What follows belongs to an exercise in optimizing a design on an open flow for a short achievable clock period and few clock cycles; a production flow would make more cautious choices. At most, simulation tests tie the RTL to the original design; equivalence was not proved. No activity file was given, so power comes from the tool's default toggle rates.

// MU0
module MU0 (
           input  wire         Clk,
           input  wire         Reset,
           input  wire [15:0]  Din,
           output wire         Rd,
           output wire         Wr,
           output wire [11:0]  Addr,
           output wire [15:0]  Dout,
           output wire         Halted
	   );
Size: roughly 110 flip-flops, ~0.0054 mm² of cells after synthesis.
make LEC_CHECK=0 CAP_MARGIN=20 CORE_MARGIN=2 CORE_UTILIZATION=40 PLACE_DENSITY=0.8 SETUP_SLACK_MARGIN=2.5 SLEW_MARGIN=20 SYNTH_HIERARCHICAL=1 SYNTH_MINIMUM_KEEP_SIZE=0 finish   # period 4.0 ns
run.sh (not shown) runs the stock make flow with config.mk's settings and CLKGATE_MAP_FILE= SYNTH_SCRIPT=/design/flow/synth_recipe.tcl, a recipe that flattens the netlist after the stock synthesis.
The starting point finished with timing, DRC and antenna clean.
Testbench counts at the start, summed over its fixed seeds: cycles 83,782.
Then changed:
--- a/flow/config.mk
+++ b/flow/config.mk
@@ -11,2 +11 @@
-export PLACE_DENSITY = 0.8
-export SETUP_SLACK_MARGIN = 2.5
+export SETUP_SLACK_MARGIN = 3.0
@@ -15,0 +15 @@
+export TNS_END_PERCENT = 100
=> Count of clock-buffer cells in the layout shrinks by 3; fmax climbs by 3.2%; clock skew is about the same; global-route usage climbs by 5.0 points; total power rose by 6.9%; wire length rose by 12%; die area stays the same; flip-flop and latch count stays the same; via count goes up by 2.5%; hold slack improves by 0.015 ns.


Setup of the previous run:
MU0, a different RTL version from the one above (not shown whole).
Size in the first run: roughly 580 cells after synthesis, ~95 flip-flops, about 4800 µm² of cells after synthesis.
## MU0
module MU0 (
           input  wire         Clk,
           input  wire         Reset,
           input  wire [15:0]  Din,
           output wire         Rd,
           output wire         Wr,
           output wire [11:0]  Addr,
           output wire [15:0]  Dout,
           output wire         Halted
	   );
make LEC_CHECK=0 CAP_MARGIN=20 CORE_MARGIN=2 CORE_UTILIZATION=40 CTS_CLUSTER_DIAMETER=150 CTS_CLUSTER_SIZE=40 SETUP_SLACK_MARGIN=2.5 SLEW_MARGIN=20 SYNTH_HIERARCHICAL=1 SYNTH_MINIMUM_KEEP_SIZE=0 finish   # period 4.0 ns
## Diff of input files: the current run against the previous run
- CORE_UTILIZATION: 40 -> 65
- CTS_CLUSTER_SIZE: 40 -> unset
- PLACE_DENSITY: unset -> 0.75
- CTS_CLUSTER_DIAMETER: 150 -> unset
## What came out
The current run is listed as incomplete: the tool reported an error in global routing (5_1_grt) and the run ended there.
Looking only at count of standard-cell rows, and setting everything else aside, the lower value of the current run and the previous run goes to the current run.
On post-CTS resize count: between the current run and the previous run, it ends up lower for the current run.
As far as top-level I/O count goes, the previous run and the current run are indistinguishable; the numbers are identical.
Diff the previous run..the current run | post-synthesis share of cell area spent on xor and xnor gates | unchanged
Of the current run and the previous run, the run reporting the lower routability congestion estimate was the previous run.
Horizontal die dimension, the current run and the previous run: higher on the previous run
No run of this note included a check of the RTL's function; only the layout flow was run.


job 101:
MU0 with an RTL version that a note above also has.
Size in the first run: about 540 cells after synthesis, ~110 flip-flops, roughly 4900 um^2 of cells after synthesis.
Design MU0, start of the top module:
module MU0 (
           input  wire         Clk,
           input  wire         Reset,
           input  wire [15:0]  Din,
           output wire         Rd,
           output wire         Wr,
           output wire [11:0]  Addr,
           output wire [15:0]  Dout,
           output wire         Halted
	   );
reg        fetch_r, oper_r, stop_r;
reg        halt_r;
reg [11:0] addr_r;    
reg [11:0] pc_r;      
reg [11:0] ret_r;     
reg        rd_r, wr_r;
reg [15:0] acc;
reg [15:0] dout_r;    
reg        nz_r;      
reg        lda_r;     
reg [15:0] x_r;       
reg [15:0] k_r;       
wire [2:0]  op = Din[14:12];
wire [11:0] s  = Din[11:0];
wire [11:0] addr_inc = pc_r + 12'd1;
wire        is_lda = (op == 3'd0);
wire        is_sub = (op == 3'd3);
wire        fetch  = fetch_r;
wire to_s;
wire [11:0] addr_next;
assign to_s = ~op[2] | (op == 3'd4) |
            (op == 3'd5 & ~acc[15]) |
            (op == 3'd6 & nz_r);
assign addr_next = fetch ? (to_s ? s : addr_inc) : ret_r;
wire [15:0] gn0, pn0, g1, p1, gn2, pn2, g3, p3, gn4;
genvar i;
generate
  for (i = 0; i < 16; i = i + 1) begin : pfx
    MU0_nand2 l0g (.a(x_r[i]), .b(Din[i]), .y(gn0[i]));
    MU0_nor2  l0p (.a(x_r[i]), .b(Din[i]), .y(pn0[i]));
    if (i >= 1) begin : l1
      MU0_oai21 g (.a1(pn0[i]), .a2(gn0[i-1]), .b1(gn0[i]), .y(g1[i]));
    end else begin : l1
      MU0_inv   g (.a(gn0[i]), .y(g1[i]));
    end
    if (i >= 2) begin : l1p
      MU0_nor2  p (.a(pn0[i]), .b(pn0[i-1]), .y(p1[i]));
    end else begin : l1p
      assign p1[i] = 1'b0;
    end
    if (i >= 2) begin : l2
      MU0_aoi21 g (.a1(p1[i]), .a2(g1[i-2]), .b1(g1[i]), .y(gn2[i]));
    end else begin : l2
      MU0_inv   g (.a(g1[i]), .y(gn2[i]));
    end
    if (i >= 4) begin : l2p
      MU0_nand2 p (.a(p1[i]), .b(p1[i-2]), .y(pn2[i]));
    end else begin : l2p
      assign pn2[i] = 1'b1;
    end
    if (i >= 4) begin : l3
      MU0_oai21 g (.a1(pn2[i]), .a2(gn2[i-4]), .b1(gn2[i]), .y(g3[i]));
    end else begin : l3
      MU0_inv   g (.a(gn2[i]), .y(g3[i]));
    end
    if (i >= 8) begin : l3p
      MU0_nor2  p (.a(pn2[i]), .b(pn2[i-4]), .y(p3[i]));
    end else begin : l3p
      assign p3[i] = 1'b0;
    end
    if (i >= 8) begin : l4
  ...
clock: 4.0 ns
lec_check: 0
cap_margin: 20
core_margin: 2
core_utilization: 40
setup_slack_margin: 2.5
slew_margin: 20
Job 101 did not stop at any stage, and its layout met the timing, design-rule and antenna checks.
Testbench counts of job 101, summed over its fixed seeds: cycles 83,782.
### job 101 -> job 102
# job 101
export LEC_CHECK = 0
export CAP_MARGIN = 20
export CORE_MARGIN = 2
export CORE_UTILIZATION = 40
export SETUP_SLACK_MARGIN = 2.5
export SLEW_MARGIN = 20
create_clock -name core_clock -period 4.0 [get_ports {Clk}]
# job 102
export LEC_CHECK = 0
export CAP_MARGIN = 20
export CORE_MARGIN = 2
export CORE_UTILIZATION = 50
export SETUP_SLACK_MARGIN = 2.5
export SLEW_MARGIN = 20
export SYNTH_HIERARCHICAL = 1
export SYNTH_MINIMUM_KEEP_SIZE = 0
create_clock -name core_clock -period 4.0 [get_ports {Clk}]
==> comparison <==
Summary — post-detailed-routing wire length, job 102 relative to job 101: higher, by 1800 um. Row number of instances in the synthesized netlist: job 102 higher / job 101 lower. Job 102 against job 101: instance area at placement saw an increase; number of tapcells now sits lower; maximum frequency rose 160 MHz; final critical delay including setup and external delays saw a decrease. Min critical path depth across job 101 and job 102: job 102. Job 102 vs job 101 — floorplan core area dropped 1500 um^2. Job 102 ended up with a lower period utilization than job 101 did.

## re-timing with driven ports
Ports are ideal in the flow. The routed layouts listed here were re-timed in OpenROAD. Step 1 sets driving cells, clkbuf_16 on the clock port and buf_2 on the other inputs (assumed; they add their load-dependent delay and slew). Step 2, shift: input delay + t, output delay - t, t = (earliest + latest rising clock arrival at the registers) / 2. This alone moves slack from input paths to output paths. Slacks: ideal ports / drivers / drivers and shift; pairs: ideal ports / drivers.
run	shift t [ns]	slack for setup (ns)	worst hold slack (ns)	worst setup path at the end
the first run of note 1	0.396	2.292 / 2.286 / 1.890	0.454 / 0.454 / 0.454	input to register
the second run of note 1	0.398	2.345 / 2.306 / 1.980	0.469 / 0.459 / 0.469	input to register
the previous run	0.391	2.332 / 2.294 / 1.973	0.438 / 0.424 / 0.466	input to register
job 101	0.396	1.661 / 1.654 / 1.258	0.464 / 0.464 / 0.464	input to register
job 102	0.437	2.291 / 2.253 / 2.047	0.463 / 0.463 / 0.463	input to register
After both steps every run listed still meets setup and hold. The setup slack of job 101, which loses most, moves by -0.007 ns with the drivers and by -0.403 ns with both steps.
